From an optimization exercise on the open Yosys and OpenROAD flow, aimed at small area, a short achievable clock period and few clock cycles; shortcuts taken in it are not production practice. The RTL was checked by simulation tests, not by an equivalence proof against the original design. Power is estimated from default activity; no workload was simulated.

## flow/design.v (module list and top-level ports; edited modules follow where they fit)
// module systolic_4x4: 128 lines
// module mac32: 1595 lines
module systolic_4x4 (
    input logic go,
    input logic clk,
    input logic reset,
    output logic done,
    output logic [4:0] t0_addr0,
    input logic [31:0] t0_read_data,
    output logic [4:0] t1_addr0,
    input logic [31:0] t1_read_data,
    output logic [4:0] t2_addr0,
    input logic [31:0] t2_read_data,
    output logic [4:0] t3_addr0,
    input logic [31:0] t3_read_data,
    output logic [4:0] l0_addr0,
    input logic [31:0] l0_read_data,
    output logic [4:0] l1_addr0,
    input logic [31:0] l1_read_data,
    output logic [4:0] l2_addr0,
    input logic [31:0] l2_read_data,
    output logic [4:0] l3_addr0,
    input logic [31:0] l3_read_data,
    output logic [4:0] out_mem_addr0,
    output logic [4:0] out_mem_addr1,
    output logic [31:0] out_mem_write_data,
    output logic out_mem_write_en
);
  // ...
==> flow/flow/run.sh <==
#!/bin/bash
# The standard layout, with timing repair aiming for a setup slack of
# MARGIN ns at the design's clock period (so the repair works on paths the
# 10 ns constraint alone would leave untouched).
set -euo pipefail
MARGIN=6.0
bash standard.sh SETUP_SLACK_MARGIN=$MARGIN finish > standard_finish.log 2>&1
==> flow/standard.sh <==
#!/bin/bash
# synth_recipe.tcl (not shown) runs the flow's synth.tcl, then flattens the netlist and writes it again
# the make line also repeats each setting of config.mk as NAME=value (left out here)
make -C /OpenROAD-flow-scripts/flow DESIGN_CONFIG=/design/flow/config.mk WORK_HOME=/design/flow/orfs CLKGATE_MAP_FILE= SYNTH_SCRIPT=/design/flow/synth_recipe.tcl "${@:-finish}"
==> flow/config.mk <==
export PLATFORM = sky130hd
export DESIGN_NAME = systolic_4x4
export DESIGN_NICKNAME = systolic_4x4
export VERILOG_FILES = /design/flow/design.v
export SDC_FILE = /design/flow/constraint.sdc
export NUM_CORES = 4
export LEC_CHECK = 0
export ABC_AREA = 1
export CAP_MARGIN = 20
export CORE_MARGIN = 2
export CORE_UTILIZATION = 50
export PLACE_DENSITY = 0.6
export SLEW_MARGIN = 20
==> flow/constraint.sdc <==
create_clock -name core_clock -period 10.0 [get_ports {clk}]
set_input_delay 2.0000 -clock core_clock [delete_from_list [all_inputs] [get_ports {clk}]]
set_output_delay 2.0000 -clock core_clock [all_outputs]
set_load 0.01 [all_outputs]
==> summary.md, run 1 <==
| Metric | Value |
|---|---|
| Mapped Avg Cell Area | 8.66 um2 |
| Vias in the first global route | 61086 |
| Fin cells | 10257 |
| Global routing's busiest layer | met2 |
| Register area | 13500 um2 |
| Hold path depth | 0 |
| CP Launch Type | flop |
| Num sequential | 651 |
| RSZ-0062 raised after global routing | yes |
| Via density | 5.98 |
| Non-clk bufs | 806 |
| Buffering overhead | 0.0997 |
| Via count | 61325 |
| Status | complete, no violations |
| Buffers & Inverters on Critical Path | 2 |
| Non-clk invs | 1523 |
| Final Worst Setup Slack | 5.71 ns |
| Area leader, netlist | fa_1 |
| H-tree levels | 3 |
| # setup viols final | 0 |
| Pre-CTS setup slack | 4.81 ns |
| Clock buffers and inverters, area share | 0.0344 |
| Dpl hpwl | 205000 um |
| CTS Buf Count | 81 |
| Routed WL | 288000 um |
| Total Neg Setup Slack | 0 ns |
| Total track usage | 0.402 |
| Fraction of layout cells with a size suffix above 1 | 0.183 |
| LEAKAGE | 38.6 nW |
| I/O pin cnt | 343 |
| Source of the worst hold timing path | lr[1][28] |
| Post-synth EDFFs | 0 |
| Cells after Synth | 7936 |
| Die height | 375 um |
| CP Capture Type | flop |
| Commonest non-fill, non-tap cell in the layout | inv_1 |
| Min Hold Slack | 0.347 ns |
| Post-detailed-route wirelength per cell | 28.1 um |
| Total core area | 137000 um2 |
| Diodes inserted | 5 |
| Critical-path top delay cell | dfxtp_2 |
| Final hold viol count | 0 |
Testbench counts, summed over its fixed seeds: cycles 3,360.
==> inputs of run 2 (changes only) <==
==> flow/run.sh (new file) <==
#!/bin/bash
# synth_recipe.tcl (not shown) runs the flow's synth.tcl, then flattens the netlist and writes it again
# the make line also repeats each setting of config.mk as NAME=value (left out here)
make -C /OpenROAD-flow-scripts/flow DESIGN_CONFIG=/design/flow/config.mk WORK_HOME=/design/flow/orfs CLKGATE_MAP_FILE= SYNTH_SCRIPT=/design/flow/synth_recipe.tcl finish
removed: flow/flow/run.sh
removed: flow/standard.sh
==> run 2 against run 1 <==
  * Still clean on timing, DRC and antenna
  * Clock skew shrank 0.0086 ns
  * Via count is 5.4% lower
  * Die area unchanged
  * Utilization down 5.9 points
  * Sequential share of layout area rose by 1.1 points
  * Power down 3.5%
  * Sequential power fell by 2%
  * Synthesized cell count stayed put
  * Global-route usage down 2.5 points
  * Critical endpoint unchanged
  * Largest cell class unchanged
==> summary.md, run 2 <==
| Metric | Value |
|---|---|
| Status | complete, no violations (unchanged) |
| Source of the worst hold timing path | lr[1][13] (was lr[1][28]) |
| Fmax achieved | 0.199 GHz (was 0.233 GHz) |
| Post-layout min period | 5.03 ns (was 4.29 ns) |
| Top FF cell, synth | dfxtp_1 (unchanged) |
| CP Capture Type | flop (unchanged) |
| Worst Reg2Reg Path Length in Cells | 20 (unchanged) |
| Initial antenna violation count | 15 (was 24) |
| Area leader, netlist | fa_1 (unchanged) |
| Worst-Skew Late Latency | 0.71 ns (was 0.75 ns) |
| Post-synth ARST share | 0 (unchanged) |
| Synth Area in Simple Gates | 0.0935 (unchanged) |
| Endpoint, Worst Hold | lr[2][13] (was lr[2][28]) |
| Row count | 136 (unchanged) |
| Fraction of layout cells with a size suffix above 1 | 0.0513 (was 0.183) |
| Peak supply drop | 0.346 mV (was 0.344 mV) |
| Dpl hpwl | 205000 um (about the same) |
| TritonCTS clock tree | done (unchanged) |
| Post-synthesis instance area | 68700 um2 (unchanged) |
| Fin. max-slew vios | 0 (unchanged) |
| Final Power | 30.6 mW (was 31.7 mW) |
| Post-CTS Hold Buffers | 0 (unchanged) |
| Cells after Synth | 7936 (unchanged) |
| Most frequent cells in the layout | inv_1 (1354), xor2_1 (1078), fa_1 (1021), nand2_1 (976), o22ai_1 (959) (was inv_1 (1196), xor2_1 (1015), nand2_1 (971), fa_1 (921), o22ai_1 (824)) |
| Starting Density | 0.502 (unchanged) |
| DRT antenna net count | 0 (unchanged) |
| Fin nets | 9436 (was 9849) |
| Worst Tran Pin Value | 1.32 ns (was 1.16 ns) |
| Root Buffer | clkbuf_16 (unchanged) |
| Via density | 5.89 (was 5.98) |
| Total track usage | 0.377 (was 0.402) |
| Total Neg Setup Slack | 0 ns (unchanged) |
| Synth area leaders | fa_1 (30%), dfxtp_1 (19%), xor2_1 (14%) (unchanged) |
| Die area | 140000 um2 (unchanged) |
| Reg2reg start | lr[2][12] (was lr[2][14]) |
| Fraction of synthesized area in multiplexers | 0.0145 (unchanged) |
| CTS Buf Count | 80 (was 81) |
| Critical register-to-register path endpoint | acc_s[2][31] (unchanged) |
| Reg2reg setup slack | 4.97 ns (was 5.71 ns) |
| RSZ-0062 raised after global routing | no (was yes) |
| Synth unique cells | 51 (unchanged) |
| Register area share after synthesis | 0.190 (unchanged) |
| Post-synthesis compound-gate area fraction | 0.118 (unchanged) |
| Die height | 375 um (unchanged) |
| P&R area growth vs syn | 10.2% (was 22.0%) |
| Critical Path AT | 5.63 ns (was 4.91 ns) |
| DRT Pass-1 Iters | 8 (was 12) |
| Post-synth EDFFs | 0 (unchanged) |
| Post-detailed-route wirelength per cell | 27.1 um (was 28.1 um) |
| Vias in the first global route | 58254 (was 61086) |
| Clock skew | 0.0311 ns (was 0.0397 ns) |
| Routed WL | 266000 um (was 288000 um) |
| Worst-path fanout max | 19 (was 17) |
| Via count | 58008 (was 61325) |
| Synth Area in XOR/XNOR | 0.143 (unchanged) |
| H-tree levels | 3 (unchanged) |
| Largest family of logic cells by synthesized area | adder cells (unchanged) |
| Top cells by count, synth | inv_1 (1355), xor2_1 (1078), fa_1 (1021) (unchanged) |
| Post-CTS setup buffer count | 0 (was 229) |
| Mapped Avg Cell Area | 8.66 um2 (unchanged) |
| Hold path depth | 0 (unchanged) |
| Yosys warns | 19 (unchanged) |
| # port buffers | 328 (unchanged) |
| First-pass GRT wire length | 389000 um (was 412000 um) |
| Remaining DRCs | 0 (unchanged) |
| CTS Sinks | 651 (unchanged) |
| CTS max path bufs | 3 (unchanged) |
| Yosys reg bits | 651 (unchanged) |
| Hold Path Class | reg -> reg (unchanged) |
| Critical path required time | 10.60 ns (was 10.62 ns) |
| Most common cell in the synthesized netlist | inv_1 (unchanged) |
| CP Launch Type | flop (unchanged) |
| Largest registers | acc_c x128, acc_s x128, lr x128 (unchanged) |
| Max_cap viols | 0 (unchanged) |
| Chip width | 375 um (unchanged) |
| Utilization after layout | 0.553 (was 0.612) |
| Total core area | 137000 um2 (unchanged) |
| Setup CP Type | reg -> reg (unchanged) |
| I/O pin cnt | 343 (unchanged) |
| # setup viols final | 0 (unchanged) |
| Crit share post-route | 0.503 (was 0.429) |
| CTS resizes | 0 (was 783) |
| Final hold viol count | 0 (unchanged) |
| LEAKAGE | 36.0 nW (was 38.6 nW) |
| Worst slew margin | 0.120 (was 0.224) |
| Largest net degree at the start of global routing | 75 (was 65) |
| Adder-cell share of the synthesized area | 0.330 (unchanged) |
| Power Density | 404 nW/um2 (was 378 nW/um2) |
| Gr ovfl total | 0 (unchanged) |
| Commonest non-fill, non-tap cell in the layout | inv_1 (unchanged) |
| CTS clk-pin slew, worst paths | 0.07 ns (was 0.06 ns) |
| DRT iter0 DRCs | 6451 (was 8115) |
| Share of Yosys cell area claimed by the top area cell type | 0.297 (unchanged) |
| GP Congestion | 1.08 (was 1.12) |
-- run 2: how the worst max path moves through the flow --
stage,from,depth (start not counted),slack (ns),end
4_1_cts,lr[2][12],20,5.01,acc_s[2][31]
3_3_place_gp,go,6,4.98,first[2]
2_1_floorplan,t_one[0][0],14,5.47,acc_s[0][26]
3_5_place_dp,t_neg[1][0],11,5.05,acc_s[1][26]
6_report,lr[2][12],20,4.97,acc_s[2][31]
5_1_grt,lr[2][12],20,4.72,acc_s[2][31]
-- run 2: layout make-up --
cell class | count | area, um2
diodes | 5 | 12.5
clock buffers | 115 | 2260
clock inverters | 31 | 455
fillers | 12625 | 61200
inverters | 1484 | 5600
multi-input cells | 5327 | 48100
flip-flops and latches | 651 | 13000
well taps | 1794 | 2240
repair buffers | 435 | 4080
-- run 2: cell families (layout without fill, tap and decap cells) --
family,after synthesis,in the layout
AOI/OAI and AO/OA,1314,1314
xor gates and xnor gates,1122,1122
adders and majority gates,1198,1198
buffers and inverters,1971,2065
DFF,651,651
muxes,92,92
other,1,19
and+or+nand+nor,1587,1587
-- run 2: through the flow --
stage,std cells,instance area [um2],setup slack [ns],hold slack [ns]
6_report,9842,75700,4.97,0.363
5_1_grt,9837,75700,4.72,0.355
4_1_cts,9837,75700,5.01,0.343
3_5_place_dp,9691,73000,5.05,0.368
3_3_place_gp,9691,73000,4.98,0.358
2_1_floorplan,7949,68800,5.47,0.326
-- run 2: where the power goes --
part | internal (mW) | switching [mW]
clock | 1.81 | 1.30
combinational | 9.24 | 13.3
sequential | 4.01 | 0.925
total | 15.1 | 15.5
-- run 2: layer usage --
metal,vias to the layer above,track usage,part of all wire
li1,25115,-,-
met3,797,0.103,0.12
met4,8,0.216,0.070
met2,3793,0.569,0.43
met5,-,0,0.00024
met1,28295,0.488,0.39
-- run 2: critical path, cell delays in order (launching register included) --
cell and delay [ns]:
dfxtp_1 0.72, clkinv_1 0.75, o22ai_1 0.35, xor2_1 0.26
fa_1 0.49, fa_1 0.54, fa_1 0.44, fa_1 0.43
nand3b_1 0.20, nand2_1 0.08, nand2_1 0.06, nand2_1 0.06
nand2_1 0.05, nand2_1 0.08, inv_1 0.04, nand2_1 0.07
nand2_1 0.05, nand2_1 0.07, nand2_1 0.06, nand2_1 0.05
nand2_1 0.04

-- static timing again, ports no longer ideal --
The results above use ideal ports. As a check the final layouts listed here were re-extracted and re-timed, cells and wires unchanged.
Step 1, drivers: a clkbuf_16 drives clk and a buf_2 each remaining input, both assumed.
Step 2 times the ports against the registers' clock, not the clock port: input delays grow and output delays shrink by t, the midpoint of the rising clock arrivals with the driver on.
Three values: no drivers, after step 1, after step 2; two values: the first two.
| run | t (ns) | setup WS [ns] | hold slack, ns | worst setup path after step 2 | cell pins on the clock port's net |
|---|---|---|---|---|---|
| run 1 | 0.821 | 5.706 / 5.706 / 5.504 | 0.347 / 0.347 / 0.347 | input to register | 1 |
| run 2 | 0.784 | 4.967 / 4.967 / 4.967 | 0.363 / 0.363 / 0.363 | register to register | 1 |
After both steps every run listed still meets setup and hold. For run 1, which loses most, drivers alone change the setup slack by 0.000 ns; drivers and shift together by -0.202 ns.
